This design comes from an exercise in tuning for small area on the open sky130 flow, not from production work. In this exercise RTL edits were held to simulation tests only and were not proved equivalent to the original.

==> flow/design.v, too long to show whole: its modules and the start of the top module <==
// module PID: 963 lines
// module FA: 4 lines
// module ControlLoop: 33 lines
// module MotorDriver: 77 lines
// module HA: 4 lines
// module bb8_drive: 38 lines
module bb8_drive (
  input  logic              clock,
  input  logic              reset,    
  input  logic              run_en,
  input  logic signed [8:0] pitch_kP, pitch_kI, pitch_kD,
  input  logic signed [8:0] yaw_kP, yaw_kI, yaw_kD,
  input  logic signed [9:0] mpu_pitch, mpu_yaw,
  input  logic signed [8:0] set_pitch, set_yaw,
  output logic signed [9:0] target_speed_left, target_speed_right,
  output logic              step_l, dir_l,
  output logic              step_r, dir_r,
  output logic              en_n
);
  // ...
==> flow/run.sh <==
#!/bin/bash
# synth_recipe.tcl (not shown) runs the flow's synth.tcl, then flattens the netlist and writes it again
# the make line also repeats each setting of config.mk as NAME=value (left out here)
make -C /OpenROAD-flow-scripts/flow DESIGN_CONFIG=/design/flow/config.mk WORK_HOME=/design/flow/orfs CLKGATE_MAP_FILE= SYNTH_SCRIPT=/design/flow/synth_recipe.tcl finish
==> flow/config.mk <==
export PLATFORM = sky130hd
export DESIGN_NAME = bb8_drive
export DESIGN_NICKNAME = bb8_drive
export VERILOG_FILES = /design/flow/design.v
export SDC_FILE = /design/flow/constraint.sdc
export NUM_CORES = 4
export LEC_CHECK = 0
export CAP_MARGIN = 20
export CORE_MARGIN = 2
export CORE_UTILIZATION = 40
export SLEW_MARGIN = 20
export SYNTH_HIERARCHICAL = 1
==> flow/constraint.sdc <==
create_clock -name core_clock -period 130.0 [get_ports {clock}]
set_input_delay 26.0000 -clock core_clock [delete_from_list [all_inputs] [get_ports {clock}]]
set_output_delay 26.0000 -clock core_clock [all_outputs]
set_load 0.01 [all_outputs]
==> summary.txt, run 1 <==
end point of the critical path dir_r; most frequent cells in the layout fa_1 (644), nand2_1 (622), ha_1 (166); Post-Syn Area 25500 sq um; CORE AREA around 63000 sq um; syn_area_per_cell roughly 11 sq um; slew at the pin closest to its max-slew limit roughly 1 ns; placed cell count between 3000 and 4000; Hold Path Depth 2; Die Y-Extent between 200 and 300 um; Slew headroom about 35%; cell mode on critical path fa_1; Ports 120; Non-CTS inverters roughly 110; sequential fraction of the synthesis area ~16%; Biggest Area Class multi-input gates; CP Class in -> out; fraction of registers with async set/reset 29.3%; Ys Warns 9; Die W ~260 um; initial antenna violation count 0; ranking of synthesized cells by area fa_1 (51%), dfxtp_1 (10%), nand2_1 (9.2%), ha_1 (8.1%), dfrtp_1 (5.3%); Adder-Cell Fraction of Synth Area roughly three fifths; met2 usage about a third; hold slack between 0.4 and 0.5 ns; WL met1 roughly 27000 um; Post CTS Setup Buffer Count 0; Clock Latency Late Sink 0.50 ns; synth cell count leaders fa_1 (644), nand2_1 (622), ha_1 (166), dfxtp_1 (130), inv_1 (106); Cells after Synth around 2300; Final Cell Area approximately 28000 sq um; status no timing/DRC/antenna violations; TNS Setup 0 ns; drt pass-1 iters 5; hold_buf cts 0; fill count between 5000 and 6000; post-detailed-placement half-perimeter wirelength around 53000 um; met1 global-route usage 27.4%; fraction of area in multi-input gates between 70% and 80%
==> inputs of run 2 (changes only) <==
--- a/flow/config.mk
+++ b/flow/config.mk
@@ -6,4 +6,5 @@
 export NUM_CORES = 4
 export LEC_CHECK = 0
+export ABC_AREA = 1
 export CAP_MARGIN = 20
 export CORE_MARGIN = 2
==> summary.txt, run 2 <==
maximum clock frequency between 0.01 and 0.015 GHz; layout cells sized above 1 under 10%; cell area after placement 28400 sq um; global-route wire length before repair 113000 um; Arr. time, crit path just over 50 ns; Main synth FF type dfxtp_1; Reg2Reg Setup Slack 102.36 ns; CTS tree done; via count 18600; vias per cell 4.97; ANT cells 0; max_cap viols 0; Final Cell Area 29000 sq um (+3.8%); final wirelength between 60000 and 70000 um; xor/xnor cell area share of the yosys netlist less than 1%; Setup Viol. Count Final 0; Worst setup EP type output port; Simple-Gate Fraction of Synth Area a little under a fifth; status no timing/DRC/antenna violations; syn_area_per_cell 9.41 sq um (-16%); Area Growth Syn to Fin 8.41%; num rows between 90 and 100; Hold Crit Start motor_l.s[8]; vias in the first global route between 20000 and 25000; pins over their slew limit 0; Post CTS Setup Buffer Count 0 (unchanged); RSZ-0062 raised after global routing no; Multi-input gate area a little over 20000 sq um; most common cell after layout, fill and taps aside nand2_1; largest area contributor in the netlist fa_1; clk slew on worst S/H paths 0.07 ns; Root Buffer clkbuf_16; 1st-iter DRT viols around 1100; H-tree Lvls 4; GRT Total Usage between 20% and 30%; fraction of registers with async set/reset 29.3% (unchanged); CTS Buffer Depth 2; Die Y-Extent 263 um (+2.4%); # DRC 0; worst min path class reg -> reg; die footprint about 69000 sq um; most frequent cells in the layout nand2_1 (970), fa_1 (644), inv_1 (364); Final #Nets around 3800; most frequent cell after synthesis nand2_1; CORE AREA 66000 sq um (+4.6%); Ports 120 (unchanged); sequential fraction of the synthesis area 14.8% (-0.72 points); initial antenna violation count 0 (unchanged); Post-synth EDFFs 0; Synth Register Bits ~180; fill count 6223 (+5.6%); drt pass-1 iters 6 (+1); placer congestion estimate between 0.8 and 0.9; largest family of logic cells by synthesized area adder cells; ranking of synthesized cells by area fa_1 (48%), nand2_1 (14%), dfxtp_1 (9.7%), ha_1 (7.8%), inv_1 (5.1%); CP startpoint kind primary input; Ys Warns 9 (unchanged); fin cells around 3700; post-route ant nets 0; source of the critical timing path set_yaw[0]; placed cell count 3703 (+18%); share of the synthesized area in the top cell type 48.2%; Cells after Synth 2842 (+24%); fin crit share 59.8%; Adder-Cell Fraction of Synth Area 56.1% (-3.4 points); WL per Instance ~18 um; Clock Latency Late Sink 0.50 ns (about the same); cts bufs inserted 17; Crit path largest cell delay around 0.84 ns; GR Overflow Total 0; Clock Skew roughly 0.027 ns; post-detailed-placement half-perimeter wirelength 54900 um (+4.4%); slew at the pin closest to its max-slew limit 0.939 ns (-0.0388 ns); CP Class in -> out; Seq. cell area a little under 4000 sq um; synth cell count leaders nand2_1 (970), fa_1 (644), inv_1 (366), ha_1 (166), nor2_1 (148); PortBufs 117; r2r startpoint controlloop.yaw_pid.prev_e[0]; Slew headroom 37.2% (+2.6 points); Die W 263 um (+2.4%); fraction of synthesized area in multiplexers 0.0749%; Worst Path Required about 100 ns; Tmin final 77.78 ns; cell mode on critical path fa_1; Resized Gates After CTS 0; starting density of the core 40.5%; hold_buf cts 0 (unchanged); slowest cell on the critical path fa_1; clk sinks between 150 and 200; Critical Path Fanout Max 13; final hold vios 0; post-synthesis compound-gate area fraction 1.09%; largest net degree at the start of global routing 38; Synth cell types just over 40; Post-Syn Area 26700 sq um (+4.9%); TNS Setup 0 ns (unchanged)
run 2: cell count changes after synthesis, moves of 24 or more:
cell	previous run	this run
nand2_1	622	970
inv_1	106	366
nor2_1	8	148
nor2b_1	58	0
and2_4	50	0
nand3_1	0	34
xnor2_1	42	8
nand2b_1	24	0
run 2: through the flow:
| step | hold slack (ns) | setup slack (ns) | utilization [%] |
|---|---|---|---|
| 2_1_floorplan | 0.463 | 54.95 | - |
| 4_1_cts | 0.509 | 52.19 | 43.9 |
| 6_report | 0.509 | 52.22 | 43.9 |
| 3_3_place_gp | 0.476 | 52.56 | 43.0 |
| 3_5_place_dp | 0.487 | 52.21 | 43.0 |
| 5_1_grt | 0.538 | 51.11 | 43.9 |
run 2: worst max-delay path: cells and delay by family:
| family | cells | cell delay, ns |
|---|---|---|
| buffers and inverters | 13 | 2.03 |
| adder cells (fa/ha/maj) | 44 | 20.84 |
| AND/OR/NAND/NOR | 19 | 2.92 |
run 2: Yosys stat by module, one instance, submodules excluded:
module	cell area, sq um	flops+latches
MotorDriver	2850	65
PID	3190	27
FA	20.0	0
bb8_drive	304	0
ControlLoop	549	0
HA	12.5	0
run 2: layout make-up:
cell class	instances	share of cell area, %
repair buffers	137	4.56
clock buffers	17	1.47
inverters	386	5.02
multi-input cells	2132	70.9
flip-flops and latches	184	13.6
well taps	864	3.73
clock inverters	15	0.721
run 2: final timing paths:
path / end / cells after the start
max in group asynchronous: controlloop.pitch_pid.integ[5] / 2
max reg2reg: motor_r.s[1] / 91
max: target_speed_right[6] / 76
min: motor_l.s[8] / 2
min reg2reg: motor_l.s[8] / 2
min in group asynchronous: controlloop.yaw_pid.prev_e[2] / 2
run 2: metal layers:
metal	share of wire (%)	GRT usage, %	routed length (um)
met3	7.8	5.06	5360
met1	41	27.2	27700
met4	3.3	7.69	2230
met5	0	0	0
met2	48	34.9	33100
run 2: cell families (layout without fill, tap and decap cells):
logic type,after synthesis,count (layout)
buf+inv,528,555
fa+ha+maj,814,814
flops,184,184
xor+xnor,22,22
compound gates,50,50
mux,2,2
simple gates,1236,1236
other cells,6,8
==> inputs of run 3 (changes only) <==
==> flow/flow/run.sh (new file) <==
#!/bin/bash
# Own layout flow: the standard ORFS flow, with two changes:
#  - the port buffers that global placement inserts are the smallest buffer
#    (sky130_fd_sc_hd__buf_1) instead of the one buffer_ports picks itself;
#  - after global routing, cells on paths with positive slack are downsized
#    (RECOVER_POWER=100), which undoes the upsizing done by ABC in synthesis.
# Everything else (synthesis, floorplan, power grid, taps, CTS, routing) is
# the standard flow unchanged.  The make output goes to flow_make.log; each
# ORFS step keeps its own log under orfs/logs/.
set -euo pipefail
bash standard.sh "BUFFER_PORTS_ARGS=-buffer_cell sky130_fd_sc_hd__buf_1" RECOVER_POWER=100 finish > flow_make.log 2>&1
==> flow/standard.sh (new file) <==
#!/bin/bash
# synth_recipe.tcl (not shown) runs the flow's synth.tcl, then flattens the netlist and writes it again
# the make line also repeats each setting of config.mk as NAME=value (left out here)
make -C /OpenROAD-flow-scripts/flow DESIGN_CONFIG=/design/flow/config.mk WORK_HOME=/design/flow/orfs CLKGATE_MAP_FILE= SYNTH_SCRIPT=/design/flow/synth_recipe.tcl "${@:-finish}"
--- a/flow/config.mk
+++ b/flow/config.mk
@@ -6,5 +6,4 @@
 export NUM_CORES = 4
 export LEC_CHECK = 0
-export ABC_AREA = 1
 export CAP_MARGIN = 20
 export CORE_MARGIN = 2
removed: flow/run.sh
==> summary.txt, run 3 <==
largest net degree at the start of global routing 64 (+68%); slowest cell on the critical path fa_1; most frequent cell after synthesis fa_1; starting density of the core 40.4% (-0.11 points); r2r startpoint controlloop.yaw_pid.prev_e[0]; Largest delay share family, worst path adder cells; final hold vios 0 (unchanged); Slew headroom -50.2% (-87 points); vias per cell 5.26 (+6.0%); drt pass-1 iters 11 (+5); fin util 42.8% (-1.1 points); fin crit share 60.0% (+0.20 points); sequential fraction of the synthesis area 15.5% (+0.72 points); 1st-iter DRT viols 1210 (+9.2%); RSZ-0062 raised after global routing no; GR Overflow Total 0 (unchanged); Worst Path Required 104.00 ns (about the same); Post-Syn Area 25500 sq um (-4.7%); Die Y-Extent 256 um (-2.3%); global-route wire length before repair 106000 um (-6.0%); clk sinks 184 (unchanged); cell mode on critical path fa_1; Synth cell types 50 (+22%); CORE AREA 63100 sq um (-4.4%); final wirelength 65600 um (-4.1%); maximum clock frequency 0.0128 GHz (-0.34%); R2R Path End motor_r.n[12]; WL per Instance 20.6 um (+13%); Setup Viol. Count Final 0 (unchanged); most common cell after layout, fill and taps aside fa_1; Clock Skew 0.0150 ns (-0.0116 ns); cell area after placement 26600 sq um (-6.1%); Root Buffer clkbuf_16; Final #Nets 3224 (-14%); Buf/Inv on CP 9 (-4); pre-CTS WS 52.51 ns (+0.299 ns); synth cell count leaders fa_1 (644), nand2_1 (622), ha_1 (166), dfxtp_1 (130), inv_1 (106); post-route ant nets 0 (unchanged); end point of the critical path dir_r; slew at the pin closest to its max-slew limit 2.25 ns (+1.31 ns); Cells after Synth 2286 (-20%); syn_area_per_cell 11.2 sq um (+19%); Arr. time, crit path 52.04 ns (+0.26 ns); PortBufs 117 (unchanged); layout cells sized above 1 5.57% (+0.84 points); post-detailed-placement half-perimeter wirelength 52200 um (-5.0%); clk slew on worst S/H paths 0.07 ns (about the same); ranking of synthesized cells by area fa_1 (51%), dfxtp_1 (10%), nand2_1 (9.2%), ha_1 (8.1%), dfrtp_1 (5.3%); worst min path class reg -> reg; Resized Gates After CTS 0 (unchanged); Hold Crit Start motor_r.s[8]; Levels on crit path 65 (-14%); Synth Register Bits 184 (unchanged); Post CTS Setup Buffer Count 0 (unchanged); via count 16700 (-9.8%); GRT Total Usage 21.2% (about the same); Clock Latency Late Sink 0.50 ns (about the same); Worst setup EP type output port; CTS Buffer Depth 2 (unchanged); initial antenna violation count 1 (+1); fin cells 3179 (-15%); Area Growth Syn to Fin 5.95%; die footprint 65800 sq um (-4.6%); share of the synthesized area in the top cell type 50.6% (+2.4 points); max_cap viols 1 (+1); pins over their slew limit 64 (+64); CTS tree done; Ports 120 (unchanged); Final WS setup 51.96 ns (-0.264 ns); Reg2Reg Setup Slack 99.78 ns (-2.58 ns); # DRC 0 (unchanged); H-tree Lvls 4 (unchanged); Crit path largest cell delay 1.02 ns (+0.18 ns); largest area contributor in the netlist fa_1; Reg2Reg Depth 77 (-15%); CP startpoint kind primary input; hold_buf cts 0 (unchanged); status failed layout checks; placed cell count 3146 (-15%); vias in the first global route 19300 (-8.9%); source of the critical timing path set_yaw[0]; fraction of registers with async set/reset 29.3% (unchanged); Die W 256 um (-2.3%); placer congestion estimate 0.874 (-1.3%); Post-synth EDFFs 0 (unchanged); num rows 92 (-2.1%); Layout Check Fails capacitance limit, slew limit; Main synth FF type dfxtp_1; most frequent cells in the layout fa_1 (644), nand2_1 (622), ha_1 (166); cts bufs inserted 17 (unchanged); Final Cell Area 27000 sq um (-6.8%); CP Class in -> out; Critical Path Fanout Max 12 (-1); TNS Setup 0 ns (unchanged); Tmin final 78.04 ns (+0.264 ns); Ys Warns 9 (unchanged); hold slack 0.500 ns (-0.00930 ns)
[run 3: changes by cell type after synthesis, sizes merged, moves of 24 or more]
cell	before	now
and2	0	68
nor2b	0	58
inv	380	107
xnor2	8	46
nand2	1008	626
nand3	38	0
nor2	156	8
nand2b	0	24
[run 3: worst register-to-register path: cells and delay by family, from the launching register on]
family / cells / cell delay (ns)
AO/OA/AOI/OAI: 3 / 0.49
XOR/XNOR: 6 / 2.06
adder cells (fa/ha/maj): 53 / 22.06
buffers and inverters: 6 / 2.42
flip-flops: 1 / 0.33
AND/OR/NAND/NOR: 9 / 2.78
[run 3: per-module statistics from Yosys (local to each module, per instance)]
module,area [sq um],cells inside,flip-flops and latches
FA,20.0,1,0
ControlLoop,388,47,0
HA,12.5,1,0
MotorDriver,2700,252,65
PID,2870,498,27
bb8_drive,191,23,0
[run 3: layout make-up]
class / count / area [sq um]
Sequential cell: 184 / 3950
Clock inverter: 14 / 136
Clock buffer: 18 / 439
Timing Repair Buffer: 156 / 672
Inverter: 109 / 409
Multi-Input combinational cell: 1851 / 20300
Tap cell: 846 / 1060
Fill cell: 6055 / 36100
Antenna cell: 1 / 2.50
[run 3: kinds of logic (layout without fill, tap and decap cells)]
| family | Yosys count | count (layout) | share of synthesized area, % |
|---|---|---|---|
| compound gates | 74 | 74 | 1.69 |
| xor+xnor | 79 | 79 | 3.10 |
| fa+ha+maj | 830 | 830 | 59.5 |
| buf+inv | 253 | 297 | 4.30 |
| flops | 184 | 184 | 15.5 |
| mux | 20 | 20 | 0.785 |
| other cells | 6 | 9 | 0.0883 |
| simple gates | 840 | 840 | 15.0 |
[run 3: how the worst min path moves through the flow]
stage / endpoint / slack, ns / cells after the start
after floorplan: motor_l.s[8] / 0.46 / 2
after global placement: motor_r.s[8] / 0.48 / 2
after detailed placement: motor_r.s[8] / 0.48 / 2
after CTS: motor_r.s[8] / 0.50 / 2
after global routing: motor_r.s[8] / 0.55 / 2
final: motor_r.s[8] / 0.50 / 2
[run 3: routing by layer]
layer  global-route usage (%)  vias up  share of wire [%]
li1                         -     7072                  -
met1                     27.9     8752                 41
met2                     33.9      748                 47
met3                     5.03      162                8.2
met4                     7.90        2                3.5
met5                    0.804        -               0.12

separate check: timing with driven ports:
The flow's constraints put no driver on any port. The routed layouts listed below were extracted and timed again, unchanged, in two steps. Step 1 (the two cells are an assumption about what drives the block):
set clk [get_ports {clock}]
set_driving_cell -lib_cell sky130_fd_sc_hd__clkbuf_16 $clk
set_driving_cell -lib_cell sky130_fd_sc_hd__buf_2 [delete_from_list [all_inputs] $clk]
Step 2 also shifts input and output timing later by t, the mid clock arrival at the registers, as if the neighbouring blocks saw the same clock. a / b / c = ideal ports / drivers / drivers and shift; a / b = the first two.
run | shift t [ns] | setup slack, ns | worst hold slack (ns)
run 1 | 0.557 | 51.750 / 51.727 / 51.727 | 0.500 / 0.500 / 0.500
run 2 | 0.546 | 52.220 / 52.184 / 52.184 | 0.509 / 0.509 / 0.509
run 3 | 0.552 | 51.956 / 51.930 / 51.930 | 0.500 / 0.500 / 0.500
For run 2, which loses most, drivers alone change the setup slack by -0.036 ns; drivers and shift together by -0.036 ns.
